From an optimization exercise on the open Yosys and OpenROAD flow, aimed at a short achievable clock period and few clock cycles; shortcuts taken in it are not production practice. In this exercise RTL edits were held to simulation tests only and were not proved equivalent to the original.

$ cat flow/constraint.sdc
create_clock -name core_clock -period 12.0 [get_ports {clk}]
set_input_delay 2.4000 -clock core_clock [delete_from_list [all_inputs] [get_ports {clk}]]
set_output_delay 2.4000 -clock core_clock [all_outputs]
set_load 0.01 [all_outputs]
$ cat flow/config.mk
export PLATFORM = sky130hd
export DESIGN_NAME = rv32i_mc
export DESIGN_NICKNAME = rv32i_mc
export VERILOG_FILES = /design/flow/design.v
export SDC_FILE = /design/flow/constraint.sdc
export NUM_CORES = 4
export LEC_CHECK = 0
export CAP_MARGIN = 20
export CORE_MARGIN = 2
export CORE_UTILIZATION = 40
export SLEW_MARGIN = 20
$ cat flow/design.v
`default_nettype none
`timescale 1ns / 10ps
module alu(
    input [3:0] aluControl,
    input [31:0] aluIn1,
    input [31:0] aluIn2,
    output logic [31:0] aluRes,
    output wire isZero
);
  always_comb begin
    case (aluControl)
      4'b0000: aluRes = aluIn1 + aluIn2;
      4'b0001: aluRes = aluIn1 - aluIn2;
      4'b0011: aluRes = (aluIn1 | aluIn2);
      4'b0010: aluRes = (aluIn1 & aluIn2);
      4'b0110: aluRes = (aluIn1 ^ aluIn2);
      4'b0101: aluRes = {31'b0, {(($signed(aluIn1) < $signed(aluIn2)))}};
      4'b0111: aluRes = {31'b0, {(aluIn1 < aluIn2)}};
      4'b1000: aluRes = aluIn1 << aluIn2[4:0];
      4'b1001: aluRes = aluIn1 >> aluIn2[4:0];
      4'b1010: aluRes = $signed(aluIn1) >>> aluIn2[4:0];
      default: aluRes = 32'b0;
    endcase
  end
  assign isZero = (aluRes == 32'b0);
endmodule
`default_nettype none
`timescale 1ns / 10ps
module immgen (
    input [31:0] instr,
    output logic [31:0] imm
);
wire [31:0] Uimm = {instr[31], instr[30:12], {12{1'b0}}};
wire [31:0] Iimm = {{21{instr[31]}}, instr[30:20]};
wire [31:0] Simm = {{21{instr[31]}}, instr[30:25], instr[11:7]};
wire [31:0] Bimm = {{20{instr[31]}}, instr[7], instr[30:25], instr[11:8], 1'b0};
wire [31:0] Jimm = {{12{instr[31]}}, instr[19:12], instr[20], instr[30:21], 1'b0};
wire isALUimm = (instr[6:0] == 7'b0010011);   
wire isBranch = (instr[6:0] == 7'b1100011);   
wire isJALR = (instr[6:0] == 7'b1100111);   
wire isJAL = (instr[6:0] == 7'b1101111);   
wire isAUIPC = (instr[6:0] == 7'b0010111);   
wire isLUI = (instr[6:0] == 7'b0110111);   
wire isLoad = (instr[6:0] == 7'b0000011);   
wire isStore = (instr[6:0] == 7'b0100011);   
wire isUtype = isAUIPC || isLUI;
wire isItype = isALUimm || isJALR || isLoad;
wire isStype = isStore;
wire isBtype = isBranch;
wire isJtype = isJAL;
always_comb begin
    if (isUtype) imm = Uimm;
    else if (isItype) imm = Iimm;
    else if (isStype) imm = Simm;
    else if (isBtype) imm = Bimm;
    else if (isJtype) imm = Jimm;
    else imm = 32'b0;
end
endmodule
`default_nettype none
`timescale 1ns / 10ps
module regfile (
    input clk,
    input write_en,
    input [4:0] A1,
    input [4:0] A2,
    input [4:0] A3,
    input [31:0] WD,
    output wire [31:0] RD1,
    output wire [31:0] RD2
);
reg [31:0] RegisterFile [32];
assign RD1 = (A1 != 0) ? RegisterFile[A1] : 0;
assign RD2 = (A2 != 0) ? RegisterFile[A2] : 0;
always @(posedge clk) begin
    if((write_en) && (A3 != 32'b0)) begin
        RegisterFile[A3] <= WD;
    end
end
endmodule
`default_nettype none
`timescale 1ns / 10ps
module controller (
    input clk,
    input rst,
    input [6:0] opcode,
    input [2:0] funct3,
    input funct7_5,
    input aluIsZero,
    output logic PCWrite,
    output logic AdrSrc,
    output logic MemWrite,
    output logic IRWrite,
    output logic [1:0] ResultSrc,
    output logic [3:0] aluControl,
    output logic [1:0] ALUSrcB,
    output logic [1:0] ALUSrcA,
    output logic RegWrite
);
localparam FETCH = 5'd0, DECODE = 5'd1, MEMADR = 5'd2, MEMREAD = 5'd3, MEMWB = 5'd4,
MEMWRITE = 5'd5, EXECUTER = 5'd6, ALUWB = 5'd7, EXECUTEI = 5'd8, JAL = 5'd9,
JALR = 5'd10, LUI = 5'd11, AUIPC = 5'd12,
BEQ = 5'd13, BNE = 5'd14, BLT = 5'd15, BGE = 5'd16, BLTU = 5'd17, BGEU = 5'd18;
reg [4:0] state;
reg [4:0] next_state;
logic PCUpdate;
logic Branch;
logic BranchSel;
logic BranchCondition;
assign BranchCondition = BranchSel ? (!aluIsZero) : aluIsZero;
assign PCWrite = ((BranchCondition & Branch) || PCUpdate);
always @(posedge clk) begin
    if (rst)
        state <= FETCH;
    else
        state <= next_state;
end
always_comb begin
    case(state)
      FETCH:
        next_state = DECODE;
      DECODE: begin
        case(opcode)
          7'b0000011, 7'b0100011, 7'b1100111: next_state = MEMADR;
          7'b0110011: next_state = EXECUTER;
          7'b0010011: next_state = EXECUTEI;
          7'b1101111: next_state = JAL;
          7'b0110111: next_state = LUI;
          7'b0010111: next_state = AUIPC;
          7'b1100011: begin
            case(funct3)
              3'b000: next_state = BEQ;
              3'b001: next_state = BNE;
              3'b100: next_state = BLT;
              3'b101: next_state = BGE;
              3'b110: next_state = BLTU;
              3'b111: next_state = BGEU;
              default: next_state = DECODE;
            endcase
          end
          default: next_state = DECODE;
        endcase
      end
      MEMADR: begin
        case(opcode)
          7'b0000011: next_state = MEMREAD;
          7'b0100011: next_state = MEMWRITE;
          7'b1100111: next_state = JALR;
          default: next_state = MEMADR;
        endcase
      end
      EXECUTER, EXECUTEI, AUIPC, JAL, JALR: next_state = ALUWB;
      MEMREAD: next_state = MEMWB;
      MEMWRITE, MEMWB, ALUWB, LUI: next_state = FETCH;
      BEQ, BNE, BLT, BGE, BLTU, BGEU: next_state = FETCH;
      default: next_state = state;
    endcase
end
logic [1:0] ALUOp;
always_comb begin
    AdrSrc = 1'b0;
    ALUSrcA = 2'b00;
    ALUSrcB = 2'b00;
    ALUOp = 2'b00;
    ResultSrc = 2'b10;
    IRWrite = 1'b0;
    RegWrite = 1'b0;
    MemWrite = 1'b0;
    PCUpdate = 1'b0;
    Branch = 1'b0;
    BranchSel = 1'b0;
    case(state)
      FETCH: begin
        ALUSrcB = 2'b10;
        IRWrite = 1'b1;
        PCUpdate = 1'b1;
      end
      DECODE: begin
        ALUSrcA = 2'b01;
        ALUSrcB = 2'b01;
      end
      EXECUTER: begin
        ALUSrcA = 2'b10;
        ALUSrcB = 2'b00;
        ALUOp = 2'b10;
      end
      EXECUTEI: begin
        ALUSrcA = 2'b10;
        ALUSrcB = 2'b01;
        ALUOp = 2'b10;
      end
      LUI: begin
        ALUSrcA = 2'b11;
        ALUSrcB = 2'b01;
        ResultSrc = 2'b10;
        RegWrite = 1'b1;
      end
      AUIPC: begin
        ALUSrcA = 2'b01;
        ALUSrcB = 2'b01;
      end
      JAL: begin
        ALUSrcA = 2'b01;
        ALUSrcB = 2'b10;
        ResultSrc = 2'b00;
        PCUpdate = 1'b1;
      end
      ALUWB: begin
        ResultSrc = 2'b00;
        RegWrite = 1'b1;
        ALUSrcB = 2'b10;
      end
      JALR: begin
        ResultSrc = 2'b00;
        ALUSrcA = 2'b01;
        ALUSrcB = 2'b10;
        PCUpdate = 1'b1;
      end
      MEMADR: begin
        ALUSrcA = 2'b10;
        ALUSrcB = 2'b01;
      end
      MEMREAD: begin
        ALUSrcA = 2'b10;
        ALUSrcB = 2'b01;
        ResultSrc = 2'b00;
        AdrSrc = 1'b1;
      end
      MEMWRITE: begin
        ALUSrcA = 2'b10;
        ALUSrcB = 2'b01;
        ResultSrc = 2'b00;
        AdrSrc = 1'b1;
        MemWrite = 1'b1;
      end
      MEMWB: begin
        ALUSrcA = 2'b10;
        ALUSrcB = 2'b01;
        ResultSrc = 2'b01;
        RegWrite = 1'b1;
      end
      BEQ, BNE, BLT, BGE, BLTU, BGEU: begin
        ALUSrcA = 2'b10;
        ALUSrcB = 2'b00;
        ALUOp = 2'b01;
        ResultSrc = 2'b00;
        Branch = 1'b1;
        BranchSel = (state == BNE) || (state == BLT) || (state == BLTU);
      end
      default: ;
    endcase
end
always_comb begin
    case(ALUOp)
      2'b00: aluControl = 4'b0000;
      2'b01: begin
        case(funct3)
          3'b000, 3'b001: aluControl = 4'b0001;  
          3'b100, 3'b101: aluControl = 4'b0101;  
          3'b110, 3'b111: aluControl = 4'b0111;  
          default: aluControl = 4'b0000;
        endcase
      end
      2'b10: begin
        case(funct3)
          3'b000: begin
            if({opcode[5], funct7_5} == 2'b11) begin
              aluControl = 4'b0001;
            end else begin
              aluControl = 4'b0000;
            end
          end
          3'b101: begin
            if(funct7_5 == 1'b1) begin
              aluControl = 4'b1010;
            end else begin
              aluControl = 4'b1001;
            end
          end
          3'b001: aluControl = 4'b1000;
          3'b010: aluControl = 4'b0101;
          3'b011: aluControl = 4'b0111;
          3'b100: aluControl = 4'b0110;
          3'b110: aluControl = 4'b0011;
          3'b111: aluControl = 4'b0010;
          default: aluControl = 4'b0000;
        endcase
      end
      default: aluControl = 4'b0000;
    endcase
end
endmodule
`default_nettype none
`timescale 1ns / 10ps
module rv32i_mc (
    input clk,
    input rst,
    output wire [31:0] mem_addr,
    output wire [3:0] mem_wstrb,
    output wire [31:0] mem_wdata,
    input [31:0] mem_rdata
);
reg [31:0] pc;
always @(posedge clk) begin
  if(rst) begin
    pc <= 32'h1000;
  end else if(PCWrite) begin
    pc <= res;
  end
end
wire [31:0] Adr;
wire [31:0] instr;
wire [31:0] data;
reg decode;
reg [31:0] ir;
always @(posedge clk) begin
  decode <= IRWrite;
  if(decode) begin
    ir <= mem_rdata;
  end
end
assign instr = decode ? mem_rdata : ir;
wire [2:0] funct3 = instr[14:12];
wire [1:0] ld_off = aluOut[1:0];
wire [15:0] ld_half = ld_off[1] ? mem_rdata[31:16] : mem_rdata[15:0];
logic [7:0] ld_byte;
always_comb begin
  case (ld_off)
    2'b00: ld_byte = mem_rdata[7:0];
    2'b01: ld_byte = mem_rdata[15:8];
    2'b10: ld_byte = mem_rdata[23:16];
    default: ld_byte = mem_rdata[31:24];
  endcase
end
assign data = funct3[1] ? mem_rdata :
              funct3[0] ? {{16{ld_half[15] & ~funct3[2]}}, ld_half} :
                          {{24{ld_byte[7] & ~funct3[2]}}, ld_byte};
wire [1:0] st_off = Adr[1:0];
logic [3:0] st_strb;
always_comb begin
  if (funct3[1]) st_strb = 4'b1111;
  else if (funct3[0]) st_strb = st_off[1] ? 4'b1100 : 4'b0011;
  else st_strb = 4'b0001 << st_off;
end
assign mem_wstrb = MemWrite ? st_strb : 4'b0000;
assign mem_wdata = funct3[1] ? B :
                   funct3[0] ? {2{B[15:0]}} :
                               {4{B[7:0]}};
assign mem_addr = Adr;
assign Adr = AdrSrc ? res : pc;
reg [31:0] oldpc;
always @(posedge clk) begin
  if(IRWrite) begin
    oldpc <= pc;
  end
end
wire [31:0] imm;
immgen immgen (
  .instr(instr),
  .imm(imm)
);
wire [4:0] A1 = instr[19:15];
wire [4:0] A2 = instr[24:20];
wire [4:0] A3 = instr[11:7];
wire [31:0] RD1;
wire [31:0] RD2;
regfile regfile (
  .clk(clk),
  .write_en(RegWrite),
  .A1(A1),
  .A2(A2),
  .A3(A3),
  .WD(res),
  .RD1(RD1),
  .RD2(RD2)
);
reg [31:0] A;
reg [31:0] B;
always @(posedge clk) begin
  A <= RD1;
  B <= RD2;
end
logic [31:0] aluIn1;
logic [31:0] aluIn2;
wire [31:0] aluRes;
wire isZero;
always_comb begin
  case (ALUSrcA)
    2'b00: aluIn1 = pc;
    2'b01: aluIn1 = oldpc;
    2'b10: aluIn1 = A;
    default: aluIn1 = 0;
  endcase
  case (ALUSrcB)
    2'b00: aluIn2 = B;
    2'b01: aluIn2 = imm;
    2'b10: aluIn2 = 32'd4;
    2'b11: aluIn2 = aluOut;
    default: aluIn2 = 0;
  endcase
end
alu alu (
  .aluControl(aluControl),
  .aluIn1(aluIn1),
  .aluIn2(aluIn2),
  .aluRes(aluRes),
  .isZero(isZero)
);
reg [31:0] aluOut;
always @(posedge clk) begin
  aluOut <= aluRes;
end
logic [31:0] res;
always_comb begin
  case (ResultSrc)
    2'b00: res = aluOut;
    2'b01: res = data;
    2'b10: res = aluRes;
    default: res = 0;
  endcase
end
wire PCWrite;
wire AdrSrc;
wire MemWrite;
wire IRWrite;
wire [1:0] ResultSrc;
wire [3:0] aluControl;
wire [1:0] ALUSrcB;
wire [1:0] ALUSrcA;
wire RegWrite;
controller controller (
  .clk(clk),
  .rst(rst),
  .opcode(instr[6:0]),
  .funct3(instr[14:12]),
  .funct7_5(instr[30]),
  .aluIsZero(isZero),
  .PCWrite(PCWrite),
  .AdrSrc(AdrSrc),
  .MemWrite(MemWrite),
  .IRWrite(IRWrite),
  .ResultSrc(ResultSrc),
  .aluControl(aluControl),
  .ALUSrcB(ALUSrcB),
  .ALUSrcA(ALUSrcA),
  .RegWrite(RegWrite)
);
endmodule
$ cat flow/run.sh
#!/bin/bash
# synth_recipe.tcl (not shown) runs the flow's synth.tcl, then flattens the netlist and writes it again
# the make line also repeats each setting of config.mk as NAME=value (left out here)
make -C /OpenROAD-flow-scripts/flow DESIGN_CONFIG=/design/flow/config.mk WORK_HOME=/design/flow/orfs CLKGATE_MAP_FILE= SYNTH_SCRIPT=/design/flow/synth_recipe.tcl finish
==> results.txt <==
[metal layers]
layer	wire length (um)	up-vias	GRT usage [%]
li1	-	24700	-
met1	109000	29000	41.5
met2	139000	3616	54.4
met3	28200	899	5.97
met4	29300	6	27.7
met5	42	-	0
[cells by family (layout without fill, tap and decap cells)]
logic type	Yosys count	in the layout
flops	1222	1222
buf+inv	695	789
compound gates	1234	1234
fa+ha+maj	101	101
other cells	1	40
xor+xnor	16	16
simple gates	2850	2850
mux	416	416
[power breakdown]
group          internal, uW  total [uW]  switching [uW]
Clock                  2210        3860            1660
Sequential             5140        5360             220
Combinational          1320        4300            2980
Total                  8670       13500            4860
[per-stage QoR]
step	hold WS, ns	instance area, um2	cells	setup WS (ns)
after floorplan	0.440	68300	6566	0.850
after CTS	0.473	76900	8875	0.247
final	0.480	77000	8886	0.213
after global placement	0.457	72900	8653	0.343
after global routing	0.487	77000	8878	0.0354
after detailed placement	0.458	72900	8653	0.258
[synthesized netlist by cell type, types with 31 or more instances]
cell type / count / share of area [%]
clkbuf_1: 382 / 2.1
nand3_1: 625 / 4.6
dfxtp_1: 166 / 4.9
a31oi_1: 112 / 1.0
o211a_1: 32 / 0.47
edfxtp_1: 1056 / 47
a221oi_1: 36 / 0.46
nor2_1: 343 / 1.9
buf_1: 78 / 0.43
nand2_1: 1543 / 8.5
o22ai_1: 45 / 0.41
mux2i_1: 104 / 1.5
a211oi_1: 31 / 0.34
a311oi_1: 206 / 2.6
o2111ai_1: 34 / 0.44
a22o_1: 31 / 0.40
a21oi_1: 226 / 1.7
inv_1: 141 / 0.78
mux4_2: 261 / 8.6
ha_1: 99 / 1.8
mux2_2: 43 / 0.71
buf_2: 52 / 0.38
nor3_1: 57 / 0.42
a22oi_1: 33 / 0.36
o211ai_1: 58 / 0.64
or4_1: 39 / 0.43
and3_1: 108 / 0.99
o21ai_0: 153 / 1.1
[sequential cells by signal (all words and copies together) (netlist names)]
register / count
regfile.RegisterFile: 1024
B: 32
aluOut: 32
ir: 32
pc: 32
decode: 1
A: 32
oldpc: 32
controller.state: 5
[worst register-to-register path: cells and delay by family (launching register included)]
family	cells	cell delay, ns
flip-flops	1	0.87
AO/OA/AOI/OAI	11	3.30
buffers and inverters	5	1.13
AND/OR/NAND/NOR	8	2.84
adder cells (fa/ha/maj)	1	0.36
XOR/XNOR	1	0.17
[cell type report]
| class | count | area (um2) |
|---|---|---|
| Clock buffer | 153 | 3220 |
| Clock inverter | 69 | 734 |
| Tap cell | 2218 | 2780 |
| Antenna cell | 8 | 20.0 |
| Inverter | 157 | 634 |
| Timing Repair Buffer | 410 | 3600 |
| Fill cell | 15700 | 92300 |
| Sequential cell | 1222 | 35000 |
| Multi-Input combinational cell | 4649 | 31000 |
[timing repair]
action / CTS / global route
endpoints found under the setup margin: 0 / 2
hold endpoints to repair: 0 / 0
buffers inserted: 0 / 0
resized for setup: 0 / 1
[worst paths after layout]
check        depth (start not counted)  slack (ns)                start           end
min                                  0        0.48                pc[6]      oldpc[6]
max                                 27        0.21         mem_rdata[6]  mem_addr[29]
min reg2reg                          0        0.48                pc[6]      oldpc[6]
max reg2reg                         26        3.25  controller.state[2]        pc[28]
==> results.toml <==
[power_and_ir_drop]
p_leak_uw = 0.0274
ir_drop_uv = 124
power.density_nw_per_um2 = 176
p_total_uw = 13500

[synth]
synth_compound_area_share_pct = 13.1
syn_avg_cell_area_um2 = 10.4
synthCells = 6535
yosysSeqAreaShare_pct = 51.4
ys.flop_type = "edfxtp_1"
yosys_register_bits = 1222
synth-edff-count = 1056
synth_xor_area_share_pct = 0.206
synthSimpleGateAreaFrac_pct = 18.2
synth_top_family_by_area = "simple AND/OR/NAND/NOR gates"
synth_adder_area_share_pct = 1.88
ys_types = 104
ys_warn_count = 5
syn_area_um2 = 68100
async_flop_share_pct = 0
synthMuxAreaShare_pct = 11.1

[setup_path]
worstPathArrival_ns = 9.39
cp-end-kind = "output pin"
crit_path_max_fanout = 6
path_buf_inv = 6
crit_slowest_cell = "clkdlybuf4s50_1"
critPathKind = "primary input to output pin"
worstPathRequired_ns = 9.60
max_stage_delay_ns = 0.56
cp-start-kind = "primary input"
critPathTopFamily = "compound AO/OA/AOI/OAI gates"

[placed_design]
io_buffers = 101
place_congestion = 1.06
dp_hpwl_mm = 197

[cts]
clock_path_buffers = 3
cts_root_buf = "clkbuf_16"
cts_made_buffers = 118
htreeDepth = 3
clock-sinks = 1222
path_clk_slew_ns = 0.06
clk_latency_ns = 0.76
cts_tree = "done"
hold_buffers = 0

[route]
drt_wl_total_mm = 306
via_per_inst = 6.55
via_count = 58200
drt_first_iter_violations = 7771
drtAntennaViolNets = 0
firstDrtPassIters = 6
routedWlPerCell_um = 34.5
drc = 0

[timing]
tns_ns = 0
slew_viol_final = 0
min_period_ns = 11.79
worst_pin_slew_ns = 1.18
hold_viol = 0
fmax_mhz = 84.8
finalClockSkew_ns = 0.0277
setup_viol = 0
relSlewSlack_pct = 21.1
fin_crit_sh_pct = 98.2
rsz0062_at_grt = "no"

[global_routing]
gr-total-overflow = 0
grt_max_degree = 156
grt_pass1_vias = 55300
grt_usage_pct = 34.4
grt_pass1_wl_mm = 427
antenna_found_initial = 8

[floorplanning]
initial_utilization_pct = 40.3
io_pins = 102
dieArea_um2 = 174000
die_w_um = 417
row_count = 151
coreArea_um2 = 169000
die_y_um = 417

[job]
maxCapViolations = 0

[cells_and_area]
final_common_cell = "nand2_1"
final_core_util_pct = 45.5
layout_common_cells = "1543 x nand2_1, 1056 x edfxtp_1, 625 x nand3_1"
drive_gt1_share_pct = 14.0
area_growth_pct = 13.0
final_nets = 6693

[outcome]
outcome = "finished clean"

[hold_path]
hold_path_class = "flop to flop"
Testbench counts, summed over its fixed seeds: cycles 229,612.

[afterwards: timing with drivers on the ports]
The results above use ideal ports. As a check the final layout listed here was re-extracted and re-timed, cells and wires unchanged.
Step 1, drivers: a clkbuf_16 drives clk and a buf_2 each remaining input, both assumed.
Step 2 also shifts input and output timing later by t, the mid clock arrival at the registers, as if the neighbouring blocks saw the same clock.
a / b / c = ideal / step 1 / step 2; a / b = the first two.
t (ns): 0.824
setup WS [ns]: 0.213 / 0.186 / 0.186
hold WS [ns]: 0.480 / 0.480 / 0.480
After both steps this run still meets setup and hold. For this run, drivers alone change the setup slack by -0.027 ns; drivers and shift together by -0.027 ns.
